Context: an optimization exercise on an open-source flow, tuned for small area, a short achievable clock period and few clock cycles. The choices shown serve that exercise and are no tape-out recipe. The RTL was checked by simulation tests, not by an equivalence proof against the original design. Power and IR drop assume default switching activity.

### design.v
module adder(
    input clk,
    input reset,
    input [31:0] a,
    input [31:0] b,
    input available,
    input [4:0] exception_f,
    output [31:0] sum,
    output done
    );
    wire [7:0] ae = a[30:23];
    wire [7:0] be = b[30:23];
    wire [7:0] eg = ae & ~be;
    wire [7:0] ek = ae | ~be;
    wire eg0 = eg[1] | ((ek[1] & ae[0]) & ~be[0]);
    wire ep0 = ek[1] & ek[0];
    wire eg1 = eg[2] | ((ek[2] & ae[1]) & ~be[1]);
    wire ep1 = ek[2] & ek[1];
    wire eg2 = eg[3] | ((ek[3] & ae[2]) & ~be[2]);
    wire ep2 = ek[3] & ek[2];
    wire eg3 = eg[4] | ((ek[4] & ae[3]) & ~be[3]);
    wire ep3 = ek[4] & ek[3];
    wire eg4 = eg[5] | ((ek[5] & ae[4]) & ~be[4]);
    wire ep4 = ek[5] & ek[4];
    wire eg5 = eg[6] | ((ek[6] & ae[5]) & ~be[5]);
    wire ep5 = ek[6] & ek[5];
    wire eg6 = eg[7] | ((ek[7] & ae[6]) & ~be[6]);
    wire ep6 = ek[7] & ek[6];
    wire eg7 = eg1 | ((ep1 & ae[0]) & ~be[0]);
    wire ep7 = ep1 & ek[0];
    wire eg8 = eg2 | (ep2 & eg0);
    wire ep8 = ep2 & ep0;
    wire eg9 = eg3 | (ep3 & eg1);
    wire ep9 = ep3 & ep1;
    wire eg10 = eg4 | (ep4 & eg2);
    wire ep10 = ep4 & ep2;
    wire eg11 = eg5 | (ep5 & eg3);
    wire ep11 = ep5 & ep3;
    wire eg12 = eg6 | (ep6 & eg4);
    wire ep12 = ep6 & ep4;
    wire eg13 = eg9 | ((ep9 & ae[0]) & ~be[0]);
    wire ep13 = ep9 & ek[0];
    wire eg14 = eg10 | (ep10 & eg0);
    wire ep14 = ep10 & ep0;
    wire eg15 = eg11 | (ep11 & eg7);
    wire ep15 = ep11 & ep7;
    wire eg16 = eg12 | (ep12 & eg8);
    wire ep16 = ep12 & ep8;
    wire co = eg16;
    wire [7:0] d;
    assign d[0] = ae[0] ^ be[0];
    wire dx1 = co ? ~(eg[0] | ek[0]) : eg[0];
    assign d[1] = ae[1] ^ (be[1] ^ dx1);
    wire dx2 = co ? ~(eg0 | ep0) : eg0;
    assign d[2] = ae[2] ^ (be[2] ^ dx2);
    wire dx3 = co ? ~(eg7 | ep7) : eg7;
    assign d[3] = ae[3] ^ (be[3] ^ dx3);
    wire dx4 = co ? ~(eg8 | ep8) : eg8;
    assign d[4] = ae[4] ^ (be[4] ^ dx4);
    wire dx5 = co ? ~(eg13 | ep13) : eg13;
    assign d[5] = ae[5] ^ (be[5] ^ dx5);
    wire dx6 = co ? ~(eg14 | ep14) : eg14;
    assign d[6] = ae[6] ^ (be[6] ^ dx6);
    wire dx7 = co ? ~(eg15 | ep15) : eg15;
    assign d[7] = ae[7] ^ (be[7] ^ dx7);
    wire swap = ~co;
    wire [22:0] ma = swap ? b[22:0] : a[22:0];
    wire [22:0] mb = swap ? a[22:0] : b[22:0];
    wire big = (|d[7:5]) | (d[4] & d[3]) | (d[4] & d[2] & d[1] & d[0]);
    wire [23:0] x0 = {1'b1, mb};
    wire [1:0] s0;
    assign s0[0] = ~d[0];
    assign s0[1] = d[0];
    wire [23:0] x1;
    assign x1[0] = (s0[0] & x0[0]) | (s0[1] & x0[1]);
    assign x1[1] = (s0[0] & x0[1]) | (s0[1] & x0[2]);
    assign x1[2] = (s0[0] & x0[2]) | (s0[1] & x0[3]);
    assign x1[3] = (s0[0] & x0[3]) | (s0[1] & x0[4]);
    assign x1[4] = (s0[0] & x0[4]) | (s0[1] & x0[5]);
    assign x1[5] = (s0[0] & x0[5]) | (s0[1] & x0[6]);
    assign x1[6] = (s0[0] & x0[6]) | (s0[1] & x0[7]);
    assign x1[7] = (s0[0] & x0[7]) | (s0[1] & x0[8]);
    assign x1[8] = (s0[0] & x0[8]) | (s0[1] & x0[9]);
    assign x1[9] = (s0[0] & x0[9]) | (s0[1] & x0[10]);
    assign x1[10] = (s0[0] & x0[10]) | (s0[1] & x0[11]);
    assign x1[11] = (s0[0] & x0[11]) | (s0[1] & x0[12]);
    assign x1[12] = (s0[0] & x0[12]) | (s0[1] & x0[13]);
    assign x1[13] = (s0[0] & x0[13]) | (s0[1] & x0[14]);
    assign x1[14] = (s0[0] & x0[14]) | (s0[1] & x0[15]);
    assign x1[15] = (s0[0] & x0[15]) | (s0[1] & x0[16]);
    assign x1[16] = (s0[0] & x0[16]) | (s0[1] & x0[17]);
    assign x1[17] = (s0[0] & x0[17]) | (s0[1] & x0[18]);
    assign x1[18] = (s0[0] & x0[18]) | (s0[1] & x0[19]);
    assign x1[19] = (s0[0] & x0[19]) | (s0[1] & x0[20]);
    assign x1[20] = (s0[0] & x0[20]) | (s0[1] & x0[21]);
    assign x1[21] = (s0[0] & x0[21]) | (s0[1] & x0[22]);
    assign x1[22] = (s0[0] & x0[22]) | (s0[1] & x0[23]);
    assign x1[23] = (s0[0] & x0[23]);
    wire [1:0] s1;
    assign s1[0] = ~d[1];
    assign s1[1] = d[1];
    wire [23:0] x2;
    assign x2[0] = (s1[0] & x1[0]) | (s1[1] & x1[2]);
    assign x2[1] = (s1[0] & x1[1]) | (s1[1] & x1[3]);
    assign x2[2] = (s1[0] & x1[2]) | (s1[1] & x1[4]);
    assign x2[3] = (s1[0] & x1[3]) | (s1[1] & x1[5]);
    assign x2[4] = (s1[0] & x1[4]) | (s1[1] & x1[6]);
    assign x2[5] = (s1[0] & x1[5]) | (s1[1] & x1[7]);
    assign x2[6] = (s1[0] & x1[6]) | (s1[1] & x1[8]);
    assign x2[7] = (s1[0] & x1[7]) | (s1[1] & x1[9]);
    assign x2[8] = (s1[0] & x1[8]) | (s1[1] & x1[10]);
    assign x2[9] = (s1[0] & x1[9]) | (s1[1] & x1[11]);
    assign x2[10] = (s1[0] & x1[10]) | (s1[1] & x1[12]);
    assign x2[11] = (s1[0] & x1[11]) | (s1[1] & x1[13]);
    assign x2[12] = (s1[0] & x1[12]) | (s1[1] & x1[14]);
    assign x2[13] = (s1[0] & x1[13]) | (s1[1] & x1[15]);
    assign x2[14] = (s1[0] & x1[14]) | (s1[1] & x1[16]);
    assign x2[15] = (s1[0] & x1[15]) | (s1[1] & x1[17]);
    assign x2[16] = (s1[0] & x1[16]) | (s1[1] & x1[18]);
    assign x2[17] = (s1[0] & x1[17]) | (s1[1] & x1[19]);
    assign x2[18] = (s1[0] & x1[18]) | (s1[1] & x1[20]);
    assign x2[19] = (s1[0] & x1[19]) | (s1[1] & x1[21]);
    assign x2[20] = (s1[0] & x1[20]) | (s1[1] & x1[22]);
    assign x2[21] = (s1[0] & x1[21]) | (s1[1] & x1[23]);
    assign x2[22] = (s1[0] & x1[22]);
    assign x2[23] = (s1[0] & x1[23]);
    wire [1:0] s2;
    assign s2[0] = ~d[2];
    assign s2[1] = d[2];
    wire [23:0] x3;
    assign x3[0] = (s2[0] & x2[0]) | (s2[1] & x2[4]);
    assign x3[1] = (s2[0] & x2[1]) | (s2[1] & x2[5]);
    assign x3[2] = (s2[0] & x2[2]) | (s2[1] & x2[6]);
    assign x3[3] = (s2[0] & x2[3]) | (s2[1] & x2[7]);
    assign x3[4] = (s2[0] & x2[4]) | (s2[1] & x2[8]);
    assign x3[5] = (s2[0] & x2[5]) | (s2[1] & x2[9]);
    assign x3[6] = (s2[0] & x2[6]) | (s2[1] & x2[10]);
    assign x3[7] = (s2[0] & x2[7]) | (s2[1] & x2[11]);
    assign x3[8] = (s2[0] & x2[8]) | (s2[1] & x2[12]);
    assign x3[9] = (s2[0] & x2[9]) | (s2[1] & x2[13]);
    assign x3[10] = (s2[0] & x2[10]) | (s2[1] & x2[14]);
    assign x3[11] = (s2[0] & x2[11]) | (s2[1] & x2[15]);
    assign x3[12] = (s2[0] & x2[12]) | (s2[1] & x2[16]);
    assign x3[13] = (s2[0] & x2[13]) | (s2[1] & x2[17]);
    assign x3[14] = (s2[0] & x2[14]) | (s2[1] & x2[18]);
    assign x3[15] = (s2[0] & x2[15]) | (s2[1] & x2[19]);
    assign x3[16] = (s2[0] & x2[16]) | (s2[1] & x2[20]);
    assign x3[17] = (s2[0] & x2[17]) | (s2[1] & x2[21]);
    assign x3[18] = (s2[0] & x2[18]) | (s2[1] & x2[22]);
    assign x3[19] = (s2[0] & x2[19]) | (s2[1] & x2[23]);
    assign x3[20] = (s2[0] & x2[20]);
    assign x3[21] = (s2[0] & x2[21]);
    assign x3[22] = (s2[0] & x2[22]);
    assign x3[23] = (s2[0] & x2[23]);
    wire [3:0] s3;
    assign s3[0] = ~big & ~d[3] & ~d[4];
    assign s3[1] = ~big & d[3] & ~d[4];
    assign s3[2] = ~big & ~d[3] & d[4];
    assign s3[3] = ~big & d[3] & d[4];
    wire [23:0] sh;
    assign sh[0] = (s3[0] & x3[0]) | (s3[1] & x3[8]) | (s3[2] & x3[16]);
    assign sh[1] = (s3[0] & x3[1]) | (s3[1] & x3[9]) | (s3[2] & x3[17]);
    assign sh[2] = (s3[0] & x3[2]) | (s3[1] & x3[10]) | (s3[2] & x3[18]);
    assign sh[3] = (s3[0] & x3[3]) | (s3[1] & x3[11]) | (s3[2] & x3[19]);
    assign sh[4] = (s3[0] & x3[4]) | (s3[1] & x3[12]) | (s3[2] & x3[20]);
    assign sh[5] = (s3[0] & x3[5]) | (s3[1] & x3[13]) | (s3[2] & x3[21]);
    assign sh[6] = (s3[0] & x3[6]) | (s3[1] & x3[14]) | (s3[2] & x3[22]);
    assign sh[7] = (s3[0] & x3[7]) | (s3[1] & x3[15]) | (s3[2] & x3[23]);
    assign sh[8] = (s3[0] & x3[8]) | (s3[1] & x3[16]);
    assign sh[9] = (s3[0] & x3[9]) | (s3[1] & x3[17]);
    assign sh[10] = (s3[0] & x3[10]) | (s3[1] & x3[18]);
    assign sh[11] = (s3[0] & x3[11]) | (s3[1] & x3[19]);
    assign sh[12] = (s3[0] & x3[12]) | (s3[1] & x3[20]);
    assign sh[13] = (s3[0] & x3[13]) | (s3[1] & x3[21]);
    assign sh[14] = (s3[0] & x3[14]) | (s3[1] & x3[22]);
    assign sh[15] = (s3[0] & x3[15]) | (s3[1] & x3[23]);
    assign sh[16] = (s3[0] & x3[16]);
    assign sh[17] = (s3[0] & x3[17]);
    assign sh[18] = (s3[0] & x3[18]);
    assign sh[19] = (s3[0] & x3[19]);
    assign sh[20] = (s3[0] & x3[20]);
    assign sh[21] = (s3[0] & x3[21]);
    assign sh[22] = (s3[0] & x3[22]);
    assign sh[23] = (s3[0] & x3[23]);
    reg swap_r;
    reg [23:0] sh_r;    
    reg [22:0] p;
    reg [22:0] g;
    always @(posedge clk) begin
       swap_r <= swap;
       p <= ma ^ sh[22:0];
       g <= ma & sh[22:0];
       sh_r[23] <= sh[23];
    end
    wire [7:0] ea = swap_r ? be : ae;
    wire z = sh_r[23];
    wire mg17 = g[1] | (p[1] & g[0]);
    wire mg18 = g[3] | (p[3] & g[2]);
    wire mp18 = p[3] & p[2];
    wire mg19 = g[5] | (p[5] & g[4]);
    wire mp19 = p[5] & p[4];
    wire mg20 = g[7] | (p[7] & g[6]);
    wire mp20 = p[7] & p[6];
    wire mg21 = g[9] | (p[9] & g[8]);
    wire mp21 = p[9] & p[8];
    wire mg22 = g[11] | (p[11] & g[10]);
    wire mp22 = p[11] & p[10];
    wire mg23 = g[13] | (p[13] & g[12]);
    wire mp23 = p[13] & p[12];
    wire mg24 = g[15] | (p[15] & g[14]);
    wire mp24 = p[15] & p[14];
    wire mg25 = g[17] | (p[17] & g[16]);
    wire mp25 = p[17] & p[16];
    wire mg26 = g[19] | (p[19] & g[18]);
    wire mp26 = p[19] & p[18];
    wire mg27 = g[21] | (p[21] & g[20]);
    wire mp27 = p[21] & p[20];
    wire mg28 = g[2] | (p[2] & mg17);
    wire mg29 = mg18 | (mp18 & mg17);
    wire mg30 = g[6] | (p[6] & mg19);
    wire mp30 = p[6] & mp19;
    wire mg31 = mg20 | (mp20 & mg19);
    wire mp31 = mp20 & mp19;
    wire mg32 = g[10] | (p[10] & mg21);
    wire mp32 = p[10] & mp21;
    wire mg33 = mg22 | (mp22 & mg21);
    wire mp33 = mp22 & mp21;
    wire mg34 = g[14] | (p[14] & mg23);
    wire mp34 = p[14] & mp23;
    wire mg35 = mg24 | (mp24 & mg23);
    wire mp35 = mp24 & mp23;
    wire mg36 = g[18] | (p[18] & mg25);
    wire mp36 = p[18] & mp25;
    wire mg37 = mg26 | (mp26 & mg25);
    wire mp37 = mp26 & mp25;
    wire mg38 = g[22] | (p[22] & mg27);
    wire mp38 = p[22] & mp27;
    wire mg39 = g[4] | (p[4] & mg29);
    wire mg40 = mg19 | (mp19 & mg29);
    wire mg41 = mg30 | (mp30 & mg29);
    wire mg42 = mg31 | (mp31 & mg29);
    wire mg43 = g[12] | (p[12] & mg33);
    wire mp43 = p[12] & mp33;
    wire mg44 = mg23 | (mp23 & mg33);
    wire mp44 = mp23 & mp33;
    wire mg45 = mg34 | (mp34 & mg33);
    wire mp45 = mp34 & mp33;
    wire mg46 = mg35 | (mp35 & mg33);
    wire mp46 = mp35 & mp33;
    wire mg47 = g[20] | (p[20] & mg37);
    wire mp47 = p[20] & mp37;
    wire mg48 = mg27 | (mp27 & mg37);
    wire mp48 = mp27 & mp37;
    wire mg49 = mg38 | (mp38 & mg37);
    wire mp49 = mp38 & mp37;
    wire mg50 = g[8] | (p[8] & mg42);
    wire mg51 = mg21 | (mp21 & mg42);
    wire mg52 = mg32 | (mp32 & mg42);
    wire mg53 = mg33 | (mp33 & mg42);
    wire mg54 = mg43 | (mp43 & mg42);
    wire mg55 = mg44 | (mp44 & mg42);
    wire mg56 = mg45 | (mp45 & mg42);
    wire mg57 = mg46 | (mp46 & mg42);
    wire mg58 = g[16] | (p[16] & mg57);
    wire mg59 = mg25 | (mp25 & mg57);
    wire mg60 = mg36 | (mp36 & mg57);
    wire mg61 = mg37 | (mp37 & mg57);
    wire mg62 = mg47 | (mp47 & mg57);
    wire mg63 = mg48 | (mp48 & mg57);
    wire mg64 = mg49 | (mp49 & mg57);
    wire [23:0] t;
    assign t[0] = p[0];
    assign t[1] = p[1] ^ g[0];
    assign t[2] = p[2] ^ mg17;
    assign t[3] = p[3] ^ mg28;
    assign t[4] = p[4] ^ mg29;
    assign t[5] = p[5] ^ mg39;
    assign t[6] = p[6] ^ mg40;
    assign t[7] = p[7] ^ mg41;
    assign t[8] = p[8] ^ mg42;
    assign t[9] = p[9] ^ mg50;
    assign t[10] = p[10] ^ mg51;
    assign t[11] = p[11] ^ mg52;
    assign t[12] = p[12] ^ mg53;
    assign t[13] = p[13] ^ mg54;
    assign t[14] = p[14] ^ mg55;
    assign t[15] = p[15] ^ mg56;
    assign t[16] = p[16] ^ mg57;
    assign t[17] = p[17] ^ mg58;
    assign t[18] = p[18] ^ mg59;
    assign t[19] = p[19] ^ mg60;
    assign t[20] = p[20] ^ mg61;
    assign t[21] = p[21] ^ mg62;
    assign t[22] = p[22] ^ mg63;
    assign t[23] = mg64;
    wire c = t[23];
    wire norm = z | c;
    assign sum = norm ? {a[31], ea + 8'd1, z & c, t[22:1]} : {a[31], ea, t[22:0]};
    reg done_reg;
    always @(posedge clk or posedge reset) begin
       if (reset) done_reg <= 1'b0;
       else done_reg <= available;
    end
    assign done = done_reg;
endmodule
### flow/run.sh
#!/bin/bash
# Standard layout with two changes:
#  - the I/O port buffers are a plain buffer cell instead of the delay cell
#    the resizer picks by default;
#  - clock tree synthesis adds no dummy loads.
export BUFFER_PORTS_ARGS="-buffer_cell sky130_fd_sc_hd__buf_1"
export CTS_ARGS="-sink_clustering_enable -repair_clock_nets -dont_use_dummy_load -buf_list {sky130_fd_sc_hd__clkbuf_4 sky130_fd_sc_hd__clkbuf_8}"
bash standard.sh > standard.log 2>&1
### standard.sh
#!/bin/bash
# synth_recipe.tcl (not shown) runs the flow's synth.tcl, then flattens the netlist and writes it again
# the make line also repeats each setting of config.mk as NAME=value (left out here)
make -C /OpenROAD-flow-scripts/flow DESIGN_CONFIG=/design/flow/config.mk WORK_HOME=/design/flow/orfs CLKGATE_MAP_FILE= SYNTH_SCRIPT=/design/flow/synth_recipe.tcl "${@:-finish}"
### config.mk
export PLATFORM = sky130hd
export DESIGN_NAME = adder
export DESIGN_NICKNAME = adder
export VERILOG_FILES = /design/flow/design.v
export SDC_FILE = /design/flow/constraint.sdc
export NUM_CORES = 4
export LEC_CHECK = 0
export ABC_AREA = 1
export CAP_MARGIN = 20
export CORE_MARGIN = 2
export CORE_UTILIZATION = 40
export SETUP_SLACK_MARGIN = 0.8
export SLEW_MARGIN = 20
### constraint.sdc
create_clock -name core_clock -period 4.0 [get_ports {clk}]
set_input_delay 0.8000 -clock core_clock [delete_from_list [all_inputs] [get_ports {clk}]]
set_output_delay 0.8000 -clock core_clock [all_outputs]
set_load 0.01 [all_outputs]
==> impl_metrics.tcl, run 1 <==
set metrics [dict create \
    status "finished clean" \
    syn2layout_area_growth_pct 16.77 \
    detail_route.iter0.violations 282 \
    post_route_cells_drive_above_1_share 0.1475 \
    number_of_port_buffers 96 \
    worst_hold_path_type "in2async" \
    most_used_cells_in_the_layout_excluding_fill_and_tap_cells "sky130_fd_sc_hd__nand2_1, sky130_fd_sc_hd__nand3_1, sky130_fd_sc_hd__buf_1" \
    yosysWarnings 1 \
    mappedNetlistNets 969 \
    final_critical_path_setup_slack_ns 0.8601 \
    avgRoutedWirePerCell_um 12.25 \
    registers_with_the_most_flip_flops "g (23), p (23)" \
    grt_max_degree 48 \
    clock_tree.htree_level_count 2 \
    layout.cells.most_common "sky130_fd_sc_hd__nand2_1" \
    ioPinCount 105 \
    cts_root_buf "sky130_fd_sc_hd__clkbuf_8" \
    cp-startpoint "p[1]" \
    chipWidth_um 116.6 \
    cts_num_sinks 49 \
    finalSetupViolCount 0 \
    peakVddDrop_mv 0.1603 \
    number_of_antenna_repair_diodes 0 \
    hold_violations 0 \
    timing_worst_slew_pin_value_ns 0.6902 \
    p_leak_uw 0.003175 \
    initial_utilization 0.4052 \
    drtPass1Iterations 5 \
    number_of_global_route_vias_before_repair 4647 \
    async_flop_share 0.02041 \
    startpoint_type_of_the_worst_setup_path "flip-flop" \
    grt_overflow 0 \
    antenna_violations_before_repair 0 \
    worst-path-buf-inv 3 \
    rsz0062_at_grt "yes" \
    cts.clk_slew.worst_paths_ns 0.09 \
    cts.path.max_buffers 2 \
    fp.dieH_um 116.6 \
    max_freq_mhz 318.5 \
    cellPowerDensity_nw_per_um2 340.8 \
    critPathKind "reg2out" \
    routed_vias 5446 \
    gp_weighted_congestion 0.8668 \
    drcViolationCount 0 \
    maxSlewViolCount 0 \
    crit_required_ns 3.20 \
    pre_cts_slack_ns 0.4836 \
    timing.critical_path.cells "ha_4 -> or2_4 -> nand3_2 -> nand2_2 -> nand3_2 -> nand2_2 -> nand3_2 -> nand2_4 -> nand2_2 -> nand2_2 -> nand2_2 -> nand3b_4 -> buf_12 -> buf_16 -> nand3b_1 -> nand2_1 -> buf_2" \
    ys_ff_latch 49 \
    final_period_minus_worst_setup_slack_ns 3.140 \
    crit_arrival_ns 2.34 \
    vias_per_cell 4.828 \
    synth_enable_flop_cells 0 \
    synth.cell_area_um2 5072 \
    critical_path_fanout_max 7 \
    postRouteWirelength_um 13820 \
    die_area_um2 13600 \
    global_route_wire_length_before_repair_um 22750 \
    fin_setup_tns_ns 0 \
    drt.antenna.violating_nets 0 \
    path_common_cell "sky130_fd_sc_hd__nand2_2" \
    max_slew_margin 0.5350 \
    fin_nets 1062 \
    core-area_um2 12520 \
    grtUsageTotal 0.2045 \
    numCtsBuffers 5 \
    synth_cell_type_count 42 \
    fp-row-count 41 \
    postSynthCellCount 865 \
    synth.avg_cell_area_um2 5.864 \
    crit_path_end_kind "output pin" \
    drv_cap 0 \
    tritoncts "built" \
    crit_path_max_incr_delay_ns 0.34 \
    post_detailed_placement_half_perimeter_wirelength_um 10800 \
    path_delay_family "simple AND/OR/NAND/NOR gates" \
    dominantRegCellSynth "sky130_fd_sc_hd__dfxtp_1" \
    synth-seq-area-share 0.1944 \
    crit_path_top_delay_cell "sky130_fd_sc_hd__dfxtp_2" \
    core_occupancy_in_the_finished_layout 0.4732 \
    post-route-period-util 0.7850 \
]
==> cell type report <==
class | instances | area (um^2)
timing repair inverter | 1 | 8.758
clock buffer | 5 | 68.82
inverter | 70 | 276.5
fill | 1428 | 6594
tap | 172 | 215.2
sequential | 49 | 989.7
multi-input combinational | 709 | 3665
timing repair buffer | 122 | 699.4
==> cells in the mapped netlist (2+ instances only) <==
master / instances / area, um^2
sky130_fd_sc_hd__inv_1: 52 / 195.2
sky130_fd_sc_hd__nand2_4: 5 / 56.30
sky130_fd_sc_hd__nand3b_1: 4 / 30.03
sky130_fd_sc_hd__a21oi_1: 21 / 105.1
sky130_fd_sc_hd__ha_1: 32 / 400.4
sky130_fd_sc_hd__buf_6: 9 / 101.4
sky130_fd_sc_hd__nand2_1: 347 / 1303
sky130_fd_sc_hd__buf_4: 8 / 60.06
sky130_fd_sc_hd__buf_1: 2 / 7.510
sky130_fd_sc_hd__o21ai_0: 18 / 90.09
sky130_fd_sc_hd__nor3_1: 3 / 15.01
sky130_fd_sc_hd__xor2_1: 11 / 96.34
sky130_fd_sc_hd__o21ai_1: 19 / 95.09
sky130_fd_sc_hd__dfxtp_1: 48 / 960.9
sky130_fd_sc_hd__clkbuf_1: 8 / 30.03
sky130_fd_sc_hd__nor2_1: 34 / 127.6
sky130_fd_sc_hd__nand2_2: 16 / 100.1
sky130_fd_sc_hd__nand3_2: 3 / 30.03
sky130_fd_sc_hd__nor2_4: 4 / 45.04
sky130_fd_sc_hd__xnor2_1: 7 / 61.31
sky130_fd_sc_hd__nor2_2: 5 / 31.28
sky130_fd_sc_hd__nand3_1: 166 / 830.8
sky130_fd_sc_hd__inv_2: 15 / 56.30
sky130_fd_sc_hd__buf_2: 10 / 50.05
==> per-stage QoR <==
step	instances	area, um^2	hold WS (ns)	power (uW)
after floorplan	865	5072	0.5287	1403
after global placement	1105	5466	0.6066	1665
after detailed placement	1105	5466	0.6139	1666
after CTS	1123	5748	0.2863	1960
after global routing	1128	5923	0.2723	2215
final	1128	5923	0.2880	2018
==> cells by family after synthesis <==
group,Yosys count,synth area share
buffers and inverters,107,0.1016
flip-flops,49,0.1944
XOR/XNOR,18,0.03108
adder cells (fa/ha/maj),32,0.07893
AO/OA/AOI/OAI,66,0.07154
AND/OR/NAND/NOR,593,0.5224
==> worst max path at each step <==
stage          cells after the start      end  slack [ns]
2_1_floorplan                     14  sum[10]        1.30
3_3_place_gp                      19     p[8]        0.52
3_5_place_dp                      19     p[8]        0.48
4_1_cts                           19     p[8]        0.80
5_1_grt                           17  sum[27]        0.69
6_report                          17  sum[29]        0.86
==> layer usage <==
metal / track usage / vias up / part of all wire
li1: - / 2969 / -
met3: 0.01557 / 5 / 0.042
met2: 0.2973 / 131 / 0.40
met1: 0.3326 / 2341 / 0.56
met4: 0.02667 / 0 / 0.0054
met5: 0 / - / 0
==> power by group <==
part | internal [uW] | total [uW] | switching, uW
combinational | 418 | 1140 | 720
sequential | 560 | 626 | 66.4
clock | 113 | 255 | 142
==> repair_timing <==
| action | 4_1_cts | 5_1_grt |
|---|---|---|
| setup endpoints to repair | 28 | 76 |
| pin swaps | 6 | 8 |
| endpoints found under the hold margin | 0 | 0 |
| hold buffers | 0 | 0 |
| resized for setup | 24 | 64 |
| cloned | 3 | 0 |
| setup buffers | 10 | 5 |
Testbench counts, summed over its fixed seeds: cycles 6,392.
==> run 2: changes to the inputs <==
--- a/config.mk
+++ b/config.mk
@@ -9,5 +9,6 @@
 export CAP_MARGIN = 20
 export CORE_MARGIN = 2
 export CORE_UTILIZATION = 40
-export SETUP_SLACK_MARGIN = 0.8
+export SETUP_SLACK_MARGIN = 0.75
 export SLEW_MARGIN = 20
+export TNS_END_PERCENT = 30
==> run 2 against run 1 <==
Cell count is 0.18% lower; via count is 0.31% lower; total power is 1.6% lower; worst setup slack worse by 0.0015 ns; synthesized cell count stayed put; critical path depth stayed put; flip-flop and latch count stayed put; sequential share of layout area is 0.28 points higher; largest power group unchanged.
==> impl_metrics.tcl, run 2 <==
set metrics [dict create \
    peakVddDrop_mv 0.1602 \
    chipWidth_um 116.6 \
    yosysWarnings 1 \
    drv_cap 0 \
    crit_path_top_delay_cell "sky130_fd_sc_hd__dfxtp_2" \
    crit_required_ns 3.20 \
    crit_arrival_ns 2.34 \
    max_slew_margin 0.5269 \
    synth.avg_cell_area_um2 5.864 \
    timing_worst_slew_pin_value_ns 0.7022 \
    syn2layout_area_growth_pct 14.55 \
    grtUsageTotal 0.2029 \
    dominantRegCellSynth "sky130_fd_sc_hd__dfxtp_1" \
    number_of_port_buffers 96 \
    cts_num_sinks 49 \
    synthDominantAreaCellType "sky130_fd_sc_hd__nand2_1" \
    yosys.cell_count.top_type "sky130_fd_sc_hd__nand2_1" \
    core_occupancy_in_the_finished_layout 0.4642 \
    finalSetupViolCount 0 \
    detail_route.iter0.violations 322 \
    cts.clk_slew.worst_paths_ns 0.09 \
    synth.cell_area_um2 5072 \
    antenna_violations_before_repair 0 \
    post-synth-top-area-fraction 0.2568 \
    layout.cells.most_common "sky130_fd_sc_hd__nand2_1" \
    crit_path_max_incr_delay_ns 0.32 \
    fin_nets 1060 \
    critPathKind "reg2out" \
    final_critical_path_setup_slack_ns 0.8587 \
    maxSlewViolCount 0 \
    path_delay_family "simple AND/OR/NAND/NOR gates" \
    ys_ff_latch 49 \
    cts_root_buf "sky130_fd_sc_hd__clkbuf_8" \
    max_freq_mhz 318.3 \
    timing.critical_path.cells "ha_2 -> or2_4 -> nand3_2 -> nand2_2 -> nand3_2 -> nand2_2 -> nand3_2 -> nand2_4 -> nand2_4 -> nand2_4 -> nand2_4 -> nand3b_4 -> buf_6 -> buf_4 -> nand2_1 -> nand2_1 -> buf_2" \
    worst-path-buf-inv 3 \
    startpoint_type_of_the_worst_setup_path "flip-flop" \
    synth-seq-area-share 0.1944 \
    hold_violations 0 \
    ioPinCount 105 \
    async_flop_share 0.02041 \
    worstSetupPathDepth 17 \
    tritoncts "built" \
    status "finished clean" \
    drtPass1Iterations 5 \
    synth_enable_flop_cells 0 \
    critical_path_fanout_max 5 \
    number_of_global_route_vias_before_repair 4599 \
    grt_overflow 0 \
    clock_tree.htree_level_count 2 \
    rsz0062_at_grt "yes" \
    cts.path.max_buffers 2 \
    path_common_cell "sky130_fd_sc_hd__nand2_4" \
    most_used_cells_in_the_layout_excluding_fill_and_tap_cells "sky130_fd_sc_hd__nand2_1, sky130_fd_sc_hd__nand3_1, sky130_fd_sc_hd__buf_1" \
    synth_cell_type_count 42 \
    postSynthCellCount 865 \
    drt.antenna.violating_nets 0 \
    die_area_um2 13600 \
    initial_utilization 0.4052 \
    grt_max_degree 48 \
    fp-row-count 41 \
    routed_vias 5429 \
    final_period_minus_worst_setup_slack_ns 3.141 \
    mappedNetlistNets 969 \
    cellPowerDensity_nw_per_um2 341.8 \
    drcViolationCount 0 \
    fin_setup_tns_ns 0 \
    numCtsBuffers 5 \
    post_route_cells_drive_above_1_share 0.1279 \
    ys_top_cells_by_area "sky130_fd_sc_hd__nand2_1, sky130_fd_sc_hd__dfxtp_1, sky130_fd_sc_hd__nand3_1, sky130_fd_sc_hd__ha_1, sky130_fd_sc_hd__inv_1" \
    global_route_wire_length_before_repair_um 22570 \
    p_leak_uw 0.003129 \
    post-route-period-util 0.7853 \
    yosys-top-cells-count "sky130_fd_sc_hd__nand2_1, sky130_fd_sc_hd__nand3_1, sky130_fd_sc_hd__inv_1, sky130_fd_sc_hd__dfxtp_1, sky130_fd_sc_hd__nor2_1" \
    fin_area_um2 5811 \
    vias_per_cell 4.821 \
    post_detailed_placement_half_perimeter_wirelength_um 10800 \
    crit_path_end_kind "output pin" \
    registers_with_the_most_flip_flops "g (23), p (23)" \
    fp.dieH_um 116.6 \
    worst_hold_path_type "in2async" \
    avgRoutedWirePerCell_um 12.12 \
    hold_slack_ns 0.2942 \
    pre_cts_slack_ns 0.4836 \
    core-area_um2 12520 \
    placement.cell_area_um2 5466 \
    gp_weighted_congestion 0.8668 \
    postRouteWirelength_um 13650 \
    number_of_antenna_repair_diodes 0 \
]
run 2: cells by family (layout without fill, tap and decap cells):
| logic type | after synthesis | count (layout) | synth area share |
|---|---|---|---|
| DFF | 49 | 49 | 0.1944 |
| AOI/OAI and AO/OA | 66 | 66 | 0.07154 |
| and+or+nand+nor | 593 | 593 | 0.5224 |
| xor gates and xnor gates | 18 | 18 | 0.03108 |
| buffers and inverters | 107 | 196 | 0.1016 |
| adders and majority gates | 32 | 32 | 0.07893 |
run 2: where the power goes:
part | switching [uW] | leakage, uW | internal, uW | total (uW)
sequential | 65.4 | 0.000408 | 559 | 625
combinational | 711 | 0.00268 | 397 | 1110
clock | 140 | 0.0000359 | 113 | 253
run 2: metal layers:
layer	wire length, um	vias to the layer above	track usage	share of wire
met1	7455	2319	0.3313	0.55
met5	0	-	0	0
met4	41	0	0.02667	0.0030
li1	-	2963	-	-
met3	757	2	0.01661	0.055
met2	5391	145	0.2926	0.40
run 2: worst paths after layout:
check,start,to,slack (ns)
min in group core_clock,available,done_reg,0.60
worst max-delay path,p[1],sum[30],0.86
worst min-delay path,reset,done_reg,0.29
max in group asynchronous,reset,done_reg,3.62
run 2: area by class of cell:
class,count,area (um^2)
fillers,1424,6706
inverters,70,274.0
clock buffers,5,68.82
well taps,172,215.2
repair buffers,119,600.6
multi-input cells,709,3640
repair inverters,2,25.02
flip-flops and latches,49,987.2
run 2: repair_timing:
action,CTS,global route
buffers inserted,7,7
gates cloned,2,0
hold buffers,0,0
endpoints found under the hold margin,0,0
endpoints found under the setup margin,24,74
resized for setup,10,58
pin swaps,0,5
run 2: stage by stage:
step / cells / power [uW]
2_1_floorplan: 865 / 1403
6_report: 1126 / 1986
5_1_grt: 1126 / 2185
3_5_place_dp: 1105 / 1666
4_1_cts: 1119 / 1938
3_3_place_gp: 1105 / 1665
==> run 3: changes to the inputs <==
--- a/config.mk
+++ b/config.mk
@@ -11,4 +11,3 @@
 export CORE_UTILIZATION = 40
 export SETUP_SLACK_MARGIN = 0.75
 export SLEW_MARGIN = 20
-export TNS_END_PERCENT = 30
==> run 3 against run 2 <==
Via count about the same; global-route usage unchanged; area after synthesis unchanged; worst setup slack better by 0.0065 ns; sequential share of layout area barely moved; critical path depth did not move; critical path type unchanged; critical endpoint unchanged; largest cell class unchanged.
==> impl_metrics.tcl, run 3 <==
set metrics [dict create \
    cellPowerDensity_nw_per_um2 341.8 \
    registers_with_the_most_flip_flops "g (23), p (23)" \
    post-synth-top-area-fraction 0.2568 \
    yosys-top-cells-count "sky130_fd_sc_hd__nand2_1, sky130_fd_sc_hd__nand3_1, sky130_fd_sc_hd__inv_1, sky130_fd_sc_hd__dfxtp_1, sky130_fd_sc_hd__nor2_1" \
    initial_utilization 0.4052 \
    max_freq_mhz 319.0 \
    ys_ff_latch 49 \
    crit_required_ns 3.20 \
    gp_weighted_congestion 0.8668 \
    ys_top_cells_by_area "sky130_fd_sc_hd__nand2_1, sky130_fd_sc_hd__dfxtp_1, sky130_fd_sc_hd__nand3_1, sky130_fd_sc_hd__ha_1, sky130_fd_sc_hd__inv_1" \
    critical_path_fanout_max 5 \
    routed_vias 5425 \
    postSynthCellCount 865 \
    crit_arrival_ns 2.33 \
    global_route_wire_length_before_repair_um 22570 \
    vias_per_cell 4.818 \
    async_flop_share 0.02041 \
    grt_overflow 0 \
    fp.dieH_um 116.6 \
    synth.avg_cell_area_um2 5.864 \
    post_route_cells_drive_above_1_share 0.1300 \
    synth_cell_type_count 42 \
    fp-row-count 41 \
    die_area_um2 13600 \
    detail_route.iter0.violations 343 \
    number_of_global_route_vias_before_repair 4599 \
    grt_max_degree 48 \
    drcViolationCount 0 \
    maxSlewViolCount 0 \
    synth_enable_flop_cells 0 \
    worst_hold_path_type "in2async" \
    final_critical_path_setup_slack_ns 0.8652 \
    critPathKind "reg2out" \
    chipWidth_um 116.6 \
    synth.cell_area_um2 5072 \
    number_of_port_buffers 96 \
    avgRoutedWirePerCell_um 12.09 \
    status "finished clean" \
    yosys.cell_count.top_type "sky130_fd_sc_hd__nand2_1" \
    timing_worst_slew_pin_value_ns 0.6976 \
    postRouteWirelength_um 13620 \
    dominantRegCellSynth "sky130_fd_sc_hd__dfxtp_1" \
    ioPinCount 105 \
    number_of_antenna_repair_diodes 0 \
    post_detailed_placement_half_perimeter_wirelength_um 10800 \
    pre_cts_slack_ns 0.4836 \
    startpoint_type_of_the_worst_setup_path "flip-flop" \
    fin_nets 1060 \
    finalSetupViolCount 0 \
    tritoncts "built" \
    cts_root_buf "sky130_fd_sc_hd__clkbuf_8" \
    clock_tree.htree_level_count 2 \
    cts_num_sinks 49 \
    peakVddDrop_mv 0.1603 \
    cts.path.max_buffers 2 \
    p_leak_uw 0.003129 \
    max_slew_margin 0.5300 \
    hold_violations 0 \
    layout.cells.most_common "sky130_fd_sc_hd__nand2_1" \
    grtUsageTotal 0.2029 \
    mappedNetlistNets 969 \
    rsz0062_at_grt "no" \
    final_period_minus_worst_setup_slack_ns 3.135 \
    syn2layout_area_growth_pct 14.65 \
    drtPass1Iterations 5 \
    yosysWarnings 1 \
    crit_path_end_kind "output pin" \
    drv_cap 0 \
    antenna_violations_before_repair 0 \
    numCtsBuffers 5 \
    post-route-period-util 0.7837 \
    fin_setup_tns_ns 0 \
    drt.antenna.violating_nets 0 \
    synth-seq-area-share 0.1944 \
    core-area_um2 12520 \
    cts.clk_slew.worst_paths_ns 0.09 \
    most_used_cells_in_the_layout_excluding_fill_and_tap_cells "sky130_fd_sc_hd__nand2_1, sky130_fd_sc_hd__nand3_1, sky130_fd_sc_hd__buf_1" \
    synthDominantAreaCellType "sky130_fd_sc_hd__nand2_1" \
]
-- run 3: report_power, final --
group | switching, uW | total [uW] | internal [uW]
sequential | 65.7 | 625 | 560
clock | 141 | 254 | 113
combinational | 711 | 1110 | 397
total | 918 | 1990 | 1070
-- run 3: cell families (layout without fill, tap and decap cells) --
kind of cell | Yosys count | after routing | synth area share
buffers and inverters | 107 | 196 | 0.1016
AND/OR/NAND/NOR | 593 | 593 | 0.5224
adder cells (fa/ha/maj) | 32 | 32 | 0.07893
XOR/XNOR | 18 | 18 | 0.03108
flip-flops | 49 | 49 | 0.1944
AO/OA/AOI/OAI | 66 | 66 | 0.07154
-- run 3: stage by stage --
stage / hold slack, ns / power, uW / std cells / utilization / area (um^2)
after floorplan: 0.5287 / 1403 / 865 / - / 5072
after global placement: 0.6066 / 1665 / 1105 / 0.4367 / 5466
after detailed placement: 0.6139 / 1666 / 1105 / 0.4367 / 5466
after CTS: 0.2863 / 1940 / 1119 / 0.4504 / 5638
after global routing: 0.2723 / 2186 / 1126 / 0.4646 / 5816
final: 0.2891 / 1988 / 1126 / 0.4646 / 5816
-- run 3: layout make-up --
class | instances | area [um^2]
flip-flops and latches | 49 | 988.4
fillers | 1422 | 6701
repair inverters | 2 | 25.02
inverters | 70 | 274.0
repair buffers | 119 | 600.6
multi-input cells | 709 | 3643
well taps | 172 | 215.2
clock buffers | 5 | 68.82
-- run 3: final timing paths --
kind	to	start	slack, ns
worst max-delay path	sum[30]	p[1]	0.87
worst min-delay path	done_reg	reset	0.29
max in group asynchronous	done_reg	reset	3.62
min in group core_clock	done_reg	available	0.59
-- run 3: metal layers --
| layer | global-route usage | up-vias | share of wire |
|---|---|---|---|
| met5 | 0 | - | 0 |
| met4 | 0.02667 | 0 | 0.0054 |
| met3 | 0.01661 | 5 | 0.045 |
| met2 | 0.2926 | 131 | 0.40 |
| met1 | 0.3313 | 2324 | 0.55 |
| li1 | - | 2965 | - |
-- run 3: timing repair --
action | 4_1_cts | 5_1_grt
pin swaps | 0 | 6
setup endpoints to repair | 24 | 74
buffers inserted | 7 | 7
resized for setup | 13 | 55
hold buffers | 0 | 0
cloned | 2 | 0
-- run 3: critical path: stages (launching register included) --
cell	delay, ns
sky130_fd_sc_hd__dfxtp_2	0.32
sky130_fd_sc_hd__ha_2	0.16
sky130_fd_sc_hd__or2_4	0.25
sky130_fd_sc_hd__nand3_2	0.06
sky130_fd_sc_hd__nand2_2	0.06
sky130_fd_sc_hd__nand3_2	0.06
sky130_fd_sc_hd__nand2_2	0.06
sky130_fd_sc_hd__nand3_2	0.08
sky130_fd_sc_hd__nand2_4	0.08
sky130_fd_sc_hd__nand2_4	0.09
sky130_fd_sc_hd__nand2_4	0.07
sky130_fd_sc_hd__nand2_4	0.09
sky130_fd_sc_hd__nand3b_4	0.13
sky130_fd_sc_hd__buf_6	0.17
sky130_fd_sc_hd__buf_4	0.12
sky130_fd_sc_hd__nand2_1	0.04
sky130_fd_sc_hd__nand2_1	0.05
sky130_fd_sc_hd__buf_2	0.13
==> run 4: changes to the inputs <==
--- a/config.mk
+++ b/config.mk
@@ -9,5 +9,6 @@
 export CAP_MARGIN = 20
 export CORE_MARGIN = 2
 export CORE_UTILIZATION = 40
+export GPL_TIMING_DRIVEN = 0
 export SETUP_SLACK_MARGIN = 0.75
 export SLEW_MARGIN = 20
==> run 4 against run 3 <==
Still clean on timing, DRC and antenna; first-iteration DRC count increased by 2.0%; global-route usage increased by 1.9 points; core utilization increased by 2.2 points; critical path type unchanged; largest power group unchanged.
==> impl_metrics.tcl, run 4 <==
set metrics [dict create \
    fill_cells 1450 \
    cts.clk_slew.worst_paths_ns 0.08 \
    layout.cells.most_common "sky130_fd_sc_hd__nand2_1" \
    maxSlewViolCount 0 \
    chipWidth_um 116.6 \
    timing_worst_slew_pin_value_ns 0.6563 \
    peakVddDrop_mv 0.1319 \
    mappedNetlistNets 969 \
    status "finished clean" \
    max_slew_margin 0.5579 \
    grt_overflow 0 \
    fin_nets 1090 \
    synth.cell_area_um2 5072 \
    clockPowerShare 0.120 \
    synth_enable_flop_cells 0 \
    synth.avg_cell_area_um2 5.864 \
    seq_power_share 0.300 \
    dominantRegCellSynth "sky130_fd_sc_hd__dfxtp_1" \
    drv_cap 0 \
    initial_utilization 0.4052 \
    worst_hold_path_type "in2async" \
    post-route-period-util 0.7977 \
    startpoint_type_of_the_worst_setup_path "flip-flop" \
    ys_ff_latch 49 \
    number_of_global_route_vias_before_repair 4952 \
    gp_weighted_congestion 0.9014 \
    syn2layout_area_growth_pct 20.15 \
    intPower_uw 1109 \
    yosys-top-cells-count "sky130_fd_sc_hd__nand2_1, sky130_fd_sc_hd__nand3_1, sky130_fd_sc_hd__inv_1, sky130_fd_sc_hd__dfxtp_1, sky130_fd_sc_hd__nor2_1" \
    hold_slack_ns 0.3003 \
    combPwrFrac 0.580 \
    registers_with_the_most_flip_flops "g (23), p (23)" \
    most_used_cells_in_the_layout_excluding_fill_and_tap_cells "sky130_fd_sc_hd__nand2_1, sky130_fd_sc_hd__nand3_1, sky130_fd_sc_hd__buf_1" \
    switching_power_uw 945.9 \
    number_of_port_buffers 97 \
    detail_route.iter0.violations 350 \
    max_freq_mhz 313.4 \
    finalSetupViolCount 0 \
    antenna_violations_before_repair 0 \
    cts_root_buf "sky130_fd_sc_hd__clkbuf_8" \
    cts_num_sinks 49 \
    post_detailed_placement_half_perimeter_wirelength_um 12420 \
    vias_per_cell 4.925 \
    yosys.cell_count.top_type "sky130_fd_sc_hd__nand2_1" \
    drt.antenna.violating_nets 0 \
    async_flop_share 0.02041 \
    hold_violations 0 \
    critical_path_fanout_max 8 \
    tritoncts "built" \
    post-synth-top-area-fraction 0.2568 \
    die_area_um2 13600 \
    final_period_minus_worst_setup_slack_ns 3.191 \
    fin_area_um2 6095 \
    cts.path.max_buffers 2 \
    global_route_wire_length_before_repair_um 24210 \
    postSynthCellCount 865 \
    core-area_um2 12520 \
    routed_vias 5693 \
    fp-row-count 41 \
    post_route_cells_drive_above_1_share 0.1555 \
    clock_tree.htree_level_count 2 \
    rsz0062_at_grt "yes" \
    postRouteWirelength_um 15340 \
    crit_required_ns 3.20 \
    synth_cell_type_count 42 \
    synth-seq-area-share 0.1944 \
    placement.cell_area_um2 5652 \
    yosysWarnings 1 \
    synthDominantAreaCellType "sky130_fd_sc_hd__nand2_1" \
    fin_setup_tns_ns 0 \
    cellPowerDensity_nw_per_um2 337.2 \
    numCtsBuffers 5 \
    p_leak_uw 0.003320 \
    net_switching_fraction_of_the_power 0.4602 \
    fp.dieH_um 116.6 \
    grtUsageTotal 0.2222 \
    avgRoutedWirePerCell_um 13.27 \
    crit_path_end_kind "output pin" \
    ys_top_cells_by_area "sky130_fd_sc_hd__nand2_1, sky130_fd_sc_hd__dfxtp_1, sky130_fd_sc_hd__nand3_1, sky130_fd_sc_hd__ha_1, sky130_fd_sc_hd__inv_1" \
    grt_max_degree 15 \
    critPathKind "reg2out" \
    drcViolationCount 0 \
    crit_arrival_ns 2.39 \
    ioPinCount 105 \
    drtPass1Iterations 5 \
    number_of_antenna_repair_diodes 0 \
]
## run 4: cell counts after synthesis
No cell type changed its count.
## run 4: worst paths after layout
kind / start / to / slack, ns / depth (start not counted)
max: g[0] / sum[22] / 0.81 / 17
min: reset / done_reg / 0.30 / 2
max in group asynchronous: reset / done_reg / 3.61 / 2
min in group core_clock: available / done_reg / 0.61 / 1
## run 4: area by class of cell
| type | count | area [um^2] | area share |
|---|---|---|---|
| timing repair buffer | 113 | 598.1 | 0.09813 |
| tap | 172 | 215.2 | 0.03531 |
| multi-input combinational | 710 | 3671 | 0.6023 |
| sequential | 49 | 987.2 | 0.1620 |
| inverter | 70 | 271.5 | 0.04455 |
| clock buffer | 5 | 68.82 | 0.01129 |
| buffer | 37 | 282.8 | 0.04640 |
## run 4: what timing repair did
item                                    CTS  global route
hold buffers                              0             0
buffers inserted                          6             6
cloned                                    0             5
pin swaps                                 1             9
endpoints found under the setup margin   30            31
gates resized for setup                  21            53
## run 4: metrics by stage
step	power, uW	worst slack (ns)	cells	utilization
4_1_cts	2000	0.7376	1145	0.4640
6_report	2055	0.8094	1156	0.4869
3_3_place_gp	1728	0.7324	1134	0.4515
5_1_grt	2250	0.6445	1156	0.4869
3_5_place_dp	1729	0.7304	1134	0.4515
2_1_floorplan	1403	1.295	865	-
## run 4: kinds of logic after synthesis
logic type,count (synthesis),share of synthesized area
and+or+nand+nor,593,0.5224
buffers and inverters,107,0.1016
AOI/OAI and AO/OA,66,0.07154
DFF,49,0.1944
adders and majority gates,32,0.07893
xor gates and xnor gates,18,0.03108
## run 4: critical path, cell delays in order (launching register included)
cell                       delay (ns)
sky130_fd_sc_hd__dfxtp_1         0.31
sky130_fd_sc_hd__ha_2            0.16
sky130_fd_sc_hd__or2_1           0.24
sky130_fd_sc_hd__nand3_1         0.08
sky130_fd_sc_hd__nand2_2         0.07
sky130_fd_sc_hd__nand3_2         0.06
sky130_fd_sc_hd__nand2_2         0.07
sky130_fd_sc_hd__nand3_2         0.08
sky130_fd_sc_hd__nand2_4         0.08
sky130_fd_sc_hd__nand2_4         0.09
sky130_fd_sc_hd__nand2_4         0.06
sky130_fd_sc_hd__nand2_4         0.10
sky130_fd_sc_hd__nand3b_4        0.16
sky130_fd_sc_hd__inv_8           0.14
sky130_fd_sc_hd__buf_8           0.13
sky130_fd_sc_hd__nand3_2         0.05
sky130_fd_sc_hd__nand2_1         0.07
sky130_fd_sc_hd__buf_2           0.13
## run 4: routing by layer
| layer | up-vias | track usage | share of wire |
|---|---|---|---|
| met5 | - | 0 | 0 |
| met4 | 0 | 0.04863 | 0.021 |
| met3 | 21 | 0.01453 | 0.040 |
| met2 | 172 | 0.3391 | 0.42 |
| met1 | 2474 | 0.3417 | 0.52 |
| li1 | 3026 | - | - |
## run 4: power groups by stage
stage / clock, uW / sequential [uW] / combinational, uW
floorplan: 0 / 611 / 792
global placement: 0 / 625 / 1100
detailed placement: 0 / 624 / 1100
CTS: 259 / 613 / 1130
global route: 277 / 626 / 1350
finish: 246 / 616 / 1190
==> run 5: changes to the inputs <==
--- a/config.mk
+++ b/config.mk
@@ -7,8 +7,9 @@
 export LEC_CHECK = 0
 export ABC_AREA = 1
 export CAP_MARGIN = 20
+export CELL_PAD_IN_SITES_DETAIL_PLACEMENT = 0
+export CELL_PAD_IN_SITES_GLOBAL_PLACEMENT = 0
 export CORE_MARGIN = 2
 export CORE_UTILIZATION = 40
-export GPL_TIMING_DRIVEN = 0
 export SETUP_SLACK_MARGIN = 0.75
 export SLEW_MARGIN = 20
==> run 5 against run 4 <==
Sequential power is 1% higher; critical path depth stayed put; critical endpoint is now sum[30]; count of clock-buffer cells in the layout unchanged; synthesized cell count did not move; flip-flop and latch count unchanged; cell count is 2.6% lower; via count fell by 4.7%; worst setup slack improved by 0.056 ns; core utilization down 2.2 points; routed wire length down 11%; non-clock buffer count is 31 lower; cell area is 4.6% lower; critical path type unchanged.
==> impl_metrics.tcl, run 5 <==
set metrics [dict create \
    hold_slack_ns 0.2891 \
    cellPowerDensity_nw_per_um2 341.8 \
    max_freq_mhz 319.0 \
    fp.dieH_um 116.6 \
    die_area_um2 13600 \
    synth_cell_type_count 42 \
    async_flop_share 0.02041 \
    global_route_wire_length_before_repair_um 22570 \
    p_leak_uw 0.003129 \
    crit_required_ns 3.20 \
    max_slew_margin 0.5300 \
    routed_vias 5425 \
    detail_route.iter0.violations 343 \
    postSynthCellCount 865 \
    crit_path_end_kind "output pin" \
    net_switching_fraction_of_the_power 0.4619 \
    core-area_um2 12520 \
    critPathKind "reg2out" \
    cts_num_sinks 49 \
    mappedNetlistNets 969 \
    synthDominantAreaCellType "sky130_fd_sc_hd__nand2_1" \
    cts_root_buf "sky130_fd_sc_hd__clkbuf_8" \
    combPwrFrac 0.558 \
    synth.cell_area_um2 5072 \
    numCtsBuffers 5 \
    ys_ff_latch 49 \
    synth_enable_flop_cells 0 \
    switching_power_uw 918.1 \
    synth.avg_cell_area_um2 5.864 \
    post_route_cells_drive_above_1_share 0.1300 \
    most_used_cells_in_the_layout_excluding_fill_and_tap_cells "sky130_fd_sc_hd__nand2_1, sky130_fd_sc_hd__nand3_1, sky130_fd_sc_hd__buf_1" \
    number_of_global_route_vias_before_repair 4599 \
    maxSlewViolCount 0 \
    post_detailed_placement_half_perimeter_wirelength_um 10800 \
    fp-row-count 41 \
    chipWidth_um 116.6 \
    clock_tree.htree_level_count 2 \
    initial_utilization 0.4052 \
    drcViolationCount 0 \
    gp_weighted_congestion 0.8668 \
    avgRoutedWirePerCell_um 12.09 \
    timing_worst_slew_pin_value_ns 0.6976 \
    drt.antenna.violating_nets 0 \
    fin_nets 1060 \
    seq_power_share 0.315 \
    hold_violations 0 \
    finalSetupViolCount 0 \
    yosys.cell_count.top_type "sky130_fd_sc_hd__nand2_1" \
    worst_hold_path_type "in2async" \
    dominantRegCellSynth "sky130_fd_sc_hd__dfxtp_1" \
    startpoint_type_of_the_worst_setup_path "flip-flop" \
    layout.cells.most_common "sky130_fd_sc_hd__nand2_1" \
    rsz0062_at_grt "no" \
    number_of_antenna_repair_diodes 0 \
    post-synth-top-area-fraction 0.2568 \
    postRouteWirelength_um 13620 \
    tritoncts "built" \
    antenna_violations_before_repair 0 \
    grt_overflow 0 \
    grt_max_degree 48 \
    registers_with_the_most_flip_flops "g (23), p (23)" \
    cts.path.max_buffers 2 \
    yosys-top-cells-count "sky130_fd_sc_hd__nand2_1, sky130_fd_sc_hd__nand3_1, sky130_fd_sc_hd__inv_1, sky130_fd_sc_hd__dfxtp_1, sky130_fd_sc_hd__nor2_1" \
    synth-seq-area-share 0.1944 \
    cts.clk_slew.worst_paths_ns 0.09 \
    drtPass1Iterations 5 \
    drv_cap 0 \
    number_of_port_buffers 96 \
    intPower_uw 1069 \
    critical_path_fanout_max 5 \
    post-route-period-util 0.7837 \
    peakVddDrop_mv 0.1603 \
    ys_top_cells_by_area "sky130_fd_sc_hd__nand2_1, sky130_fd_sc_hd__dfxtp_1, sky130_fd_sc_hd__nand3_1, sky130_fd_sc_hd__ha_1, sky130_fd_sc_hd__inv_1" \
    grtUsageTotal 0.2029 \
    status "finished clean" \
    vias_per_cell 4.818 \
    syn2layout_area_growth_pct 14.65 \
    ioPinCount 105 \
    crit_arrival_ns 2.33 \
    clockPowerShare 0.128 \
    fin_setup_tns_ns 0 \
    final_period_minus_worst_setup_slack_ns 3.135 \
    yosysWarnings 1 \
]
[run 5: area by class of cell]
cell class / instances / area, um^2
sequential: 49 / 988.4
timing repair inverter: 2 / 25.02
tap: 172 / 215.2
timing repair buffer: 119 / 600.6
multi-input combinational: 709 / 3643
clock buffer: 5 / 68.82
inverter: 70 / 274.0
fill: 1422 / 6701
[run 5: final timing paths]
kind / start / to / slack [ns] / depth (start not counted)
min: reset / done_reg / 0.29 / 2
max in group asynchronous: reset / done_reg / 3.62 / 2
min in group core_clock: available / done_reg / 0.59 / 1
max: p[1] / sum[30] / 0.87 / 17
[run 5: what timing repair did]
item                       in CTS  in global routing
hold buffers                    0                  0
setup endpoints to repair      24                 74
pin swaps                       0                  6
gates cloned                    2                  0
resized for setup              13                 55
buffers inserted                7                  7
[run 5: stage by stage]
| step | setup slack (ns) | instances | total power [uW] | utilization | cell area [um^2] |
|---|---|---|---|---|---|
| 3_5_place_dp | 0.4836 | 1105 | 1666 | 0.4367 | 5466 |
| 6_report | 0.8652 | 1126 | 1988 | 0.4646 | 5816 |
| 2_1_floorplan | 1.295 | 865 | 1403 | - | 5072 |
| 5_1_grt | 0.7118 | 1126 | 2186 | 0.4646 | 5816 |
| 3_3_place_gp | 0.5183 | 1105 | 1665 | 0.4367 | 5466 |
| 4_1_cts | 0.7618 | 1119 | 1940 | 0.4504 | 5638 |
[run 5: critical path, cell delays in order, from the launching register on]
cell and delay [ns]:
sky130_fd_sc_hd__dfxtp_2 0.32, sky130_fd_sc_hd__ha_2 0.16, sky130_fd_sc_hd__or2_4 0.25, sky130_fd_sc_hd__nand3_2 0.06, sky130_fd_sc_hd__nand2_2 0.06, sky130_fd_sc_hd__nand3_2 0.06, sky130_fd_sc_hd__nand2_2 0.06, sky130_fd_sc_hd__nand3_2 0.08
sky130_fd_sc_hd__nand2_4 0.08, sky130_fd_sc_hd__nand2_4 0.09, sky130_fd_sc_hd__nand2_4 0.07, sky130_fd_sc_hd__nand2_4 0.09, sky130_fd_sc_hd__nand3b_4 0.13, sky130_fd_sc_hd__buf_6 0.17, sky130_fd_sc_hd__buf_4 0.12, sky130_fd_sc_hd__nand2_1 0.04
sky130_fd_sc_hd__nand2_1 0.05, sky130_fd_sc_hd__buf_2 0.13
[run 5: routing by layer]
layer	up-vias	track usage	wire, um
met5	-	0	0
met4	0	0.02667	74
met3	5	0.01661	612
met2	131	0.2926	5387
met1	2324	0.3313	7542
li1	2965	-	-
[run 5: cell families after synthesis]
logic type | after synthesis | synth area share
xor+xnor | 18 | 0.03108
compound gates | 66 | 0.07154
simple gates | 593 | 0.5224
buf+inv | 107 | 0.1016
flops | 49 | 0.1944
fa+ha+maj | 32 | 0.07893
[run 5: power groups by stage]
stage	combinational, uW	clock (uW)	sequential [uW]
6_report	1110	254	625
5_1_grt	1270	279	634
4_1_cts	1060	259	619
3_5_place_dp	1040	0	630
3_3_place_gp	1040	0	629
2_1_floorplan	792	0	611
==> run 6: changes to the inputs <==
--- a/config.mk
+++ b/config.mk
@@ -7,9 +7,7 @@
 export LEC_CHECK = 0
 export ABC_AREA = 1
 export CAP_MARGIN = 20
-export CELL_PAD_IN_SITES_DETAIL_PLACEMENT = 0
-export CELL_PAD_IN_SITES_GLOBAL_PLACEMENT = 0
 export CORE_MARGIN = 2
 export CORE_UTILIZATION = 40
-export SETUP_SLACK_MARGIN = 0.75
+export SETUP_SLACK_MARGIN = 0.7
 export SLEW_MARGIN = 20
==> run 6 against run 5 <==
Global-route usage shrank 0.34 points; clock power is essentially flat; worst setup slack worse by 0.053 ns; combinational power about the same; cell count is the same; cell area is 0.71% higher; total power fell by 0.43%; critical path depth is 1 lower; sequential power about the same; via count is 0.57% higher; sequential share of layout area decreased by 0.12 points; maximum frequency fell by 1.6%.
==> impl_metrics.tcl, run 6 <==
set metrics [dict create \
    status "finished clean" \
    clock_tree.htree_level_count 2 \
    peakVddDrop_mv 0.1600 \
    synth_enable_flop_cells 0 \
    ioPinCount 105 \
    tritoncts "built" \
    timing.critical_path.cells "ha_2 -> or2_1 -> nand3_2 -> nand2_2 -> nand3_2 -> nand2_2 -> nand3_2 -> nand2_4 -> nand2_4 -> nand2_8 -> nand2_4 -> nand3b_4 -> buf_12 -> clkbuf_16 -> o21ai_1 -> buf_1" \
    numCtsBuffers 5 \
    die_area_um2 13600 \
    gp_weighted_congestion 0.8668 \
    crit_path_max_incr_delay_ns 0.32 \
    max_freq_mhz 313.7 \
    detail_route.iter0.violations 323 \
    critPathKind "reg2out" \
    worstSetupPathDepth 16 \
    synth.cell_area_um2 5072 \
    hold_violations 0 \
    startpoint_type_of_the_worst_setup_path "flip-flop" \
    final_period_minus_worst_setup_slack_ns 3.187 \
    max_slew_margin 0.5383 \
    syn2layout_area_growth_pct 15.47 \
    drcViolationCount 0 \
    hold_slack_ns 0.2893 \
    registers_with_the_most_flip_flops "g (23), p (23)" \
    drtPass1Iterations 4 \
    fin_area_um2 5857 \
    postRouteWirelength_um 13780 \
    antenna_violations_before_repair 0 \
    cts.path.max_buffers 2 \
    fin_setup_tns_ns 0 \
    cts_num_sinks 49 \
    number_of_global_route_vias_before_repair 4568 \
    drt.antenna.violating_nets 0 \
    ys_top_cells_by_area "sky130_fd_sc_hd__nand2_1, sky130_fd_sc_hd__dfxtp_1, sky130_fd_sc_hd__nand3_1, sky130_fd_sc_hd__ha_1, sky130_fd_sc_hd__inv_1" \
    synth-seq-area-share 0.1944 \
    avgRoutedWirePerCell_um 12.24 \
    drv_cap 0 \
    worst-path-buf-inv 3 \
    initial_utilization 0.4052 \
    ys_ff_latch 49 \
    number_of_antenna_repair_diodes 0 \
    grt_max_degree 48 \
    p_leak_uw 0.003118 \
    grt_overflow 0 \
    crit_required_ns 3.20 \
    async_flop_share 0.02041 \
    most_used_cells_in_the_layout_excluding_fill_and_tap_cells "sky130_fd_sc_hd__nand2_1, sky130_fd_sc_hd__nand3_1, sky130_fd_sc_hd__buf_1" \
    maxSlewViolCount 0 \
    cellPowerDensity_nw_per_um2 337.9 \
    layout.cells.most_common "sky130_fd_sc_hd__nand2_1" \
    worst_hold_path_type "in2async" \
    fin_nets 1060 \
    cts_root_buf "sky130_fd_sc_hd__clkbuf_8" \
    mappedNetlistNets 969 \
    yosys.cell_count.top_type "sky130_fd_sc_hd__nand2_1" \
    number_of_port_buffers 96 \
    core-area_um2 12520 \
    placement.cell_area_um2 5466 \
    synth.avg_cell_area_um2 5.864 \
    finalSetupViolCount 0 \
    timing_worst_slew_pin_value_ns 0.6853 \
    rsz0062_at_grt "yes" \
    synth_cell_type_count 42 \
    postSynthCellCount 865 \
    crit_path_top_delay_cell "sky130_fd_sc_hd__dfxtp_2" \
    fp.dieH_um 116.6 \
    global_route_wire_length_before_repair_um 22250 \
    grtUsageTotal 0.1996 \
    crit_arrival_ns 2.39 \
    yosysWarnings 1 \
    routed_vias 5456 \
    yosys-top-cells-count "sky130_fd_sc_hd__nand2_1, sky130_fd_sc_hd__nand3_1, sky130_fd_sc_hd__inv_1, sky130_fd_sc_hd__dfxtp_1, sky130_fd_sc_hd__nor2_1" \
    crit_path_end_kind "output pin" \
    critical_path_fanout_max 8 \
    path_delay_family "simple AND/OR/NAND/NOR gates" \
    post_route_cells_drive_above_1_share 0.1164 \
    dominantRegCellSynth "sky130_fd_sc_hd__dfxtp_1" \
    cts.clk_slew.worst_paths_ns 0.09 \
    post-route-period-util 0.7968 \
    synthDominantAreaCellType "sky130_fd_sc_hd__nand2_1" \
    chipWidth_um 116.6 \
    post-synth-top-area-fraction 0.2568 \
    fp-row-count 41 \
    vias_per_cell 4.845 \
    post_detailed_placement_half_perimeter_wirelength_um 10800 \
]
[run 6: changes by cell type in the layout (fill, tap and decap cells not counted), moves of 2 or more]
| cell | change |
|---|---|
| sky130_fd_sc_hd__o21ai_1 | -4 |
| sky130_fd_sc_hd__clkbuf_2 | +2 |
| sky130_fd_sc_hd__o21ai_0 | +4 |
| sky130_fd_sc_hd__clkbuf_16 | +3 |
| sky130_fd_sc_hd__nand2_2 | -2 |
| sky130_fd_sc_hd__nand2_1 | +2 |
| sky130_fd_sc_hd__buf_2 | -12 |
| sky130_fd_sc_hd__buf_1 | +10 |
| sky130_fd_sc_hd__buf_6 | -4 |
[run 6: worst max path at each step]
stage | start | to | slack [ns]
after global placement | a[23] | p[8] | 0.52
after CTS | p[1] | sum[16] | 0.70
final | p[1] | sum[26] | 0.81
after detailed placement | a[23] | p[8] | 0.48
after floorplan | p[1] | sum[10] | 1.30
after global routing | p[1] | sum[29] | 0.67
[run 6: through the flow]
stage | worst slack [ns] | std cells | util | total power, uW
floorplan | 1.295 | 865 | - | 1403
global placement | 0.5183 | 1105 | 0.4367 | 1665
detailed placement | 0.4836 | 1105 | 0.4367 | 1666
CTS | 0.7034 | 1112 | 0.4449 | 1925
global route | 0.6663 | 1126 | 0.4679 | 2178
finish | 0.8127 | 1126 | 0.4679 | 1979
[run 6: cell families (layout without fill, tap and decap cells)]
kind of cell / after synthesis / count (layout) / share of synthesized area
and+or+nand+nor: 593 / 593 / 0.5224
buffers and inverters: 107 / 196 / 0.1016
AOI/OAI and AO/OA: 66 / 66 / 0.07154
DFF: 49 / 49 / 0.1944
adders and majority gates: 32 / 32 / 0.07893
xor gates and xnor gates: 18 / 18 / 0.03108
[run 6: metal layers]
| metal | routed length [um] | track usage | up-vias |
|---|---|---|---|
| met2 | 5432 | 0.2841 | 133 |
| met4 | 74 | 0.02667 | 0 |
| met1 | 7632 | 0.3285 | 2353 |
| met3 | 645 | 0.01661 | 5 |
| li1 | - | - | 2965 |
| met5 | 0 | 0 | - |
[run 6: report_power, final]
part / leakage [uW] / internal, uW / switching (uW)
clock network: 0.0000359 / 113 / 141
registers: 0.000408 / 560 / 62.9
logic: 0.00267 / 389 / 714
total: 0.00312 / 1060 / 917
[run 6: cell type report]
type | instances | area, um^2
flip-flops and latches | 49 | 988.4
inverters | 70 | 277.8
well taps | 172 | 215.2
fillers | 1416 | 6660
multi-input cells | 709 | 3645
repair buffers | 120 | 653.1
repair inverters | 1 | 8.758
clock buffers | 5 | 68.82
[run 6: what timing repair did]
action	CTS	global route
setup buffers	2	10
gates cloned	0	4
hold buffers	0	0
setup endpoints to repair	24	69
gates resized for setup	2	41
pin swaps	0	8

[afterwards: timing with drivers on the ports]
The results above use ideal ports. As a check the final layouts listed here were re-extracted and re-timed, cells and wires unchanged.
Step 1 assumes that a clkbuf_16 drives the clock port and a buf_2 every other input.
Step 2 moves the port delays by t, midway between the first and last clock arrival at a register: inputs arrive t later, outputs are due t later. That takes back most of the time a late clock gives input paths.
Three values: ideal ports, drivers, drivers and shift; two values: the first two.
run	shift t [ns]	slack for setup (ns)	worst slew at a driven data input, ns	cell pins on the clock port's net
run 1	0.320	0.860 / 0.830 / 0.761	0.06	1
run 2	0.314	0.859 / 0.829 / 0.707	0.06	1
run 3	0.319	0.865 / 0.836 / 0.707	0.06	1
run 4	0.306	0.809 / 0.781 / 0.739	0.04	1
run 5	0.319	0.865 / 0.836 / 0.707	0.06	1
run 6	0.319	0.813 / 0.783 / 0.682	0.06	1
After both steps every run listed still meets setup and hold.
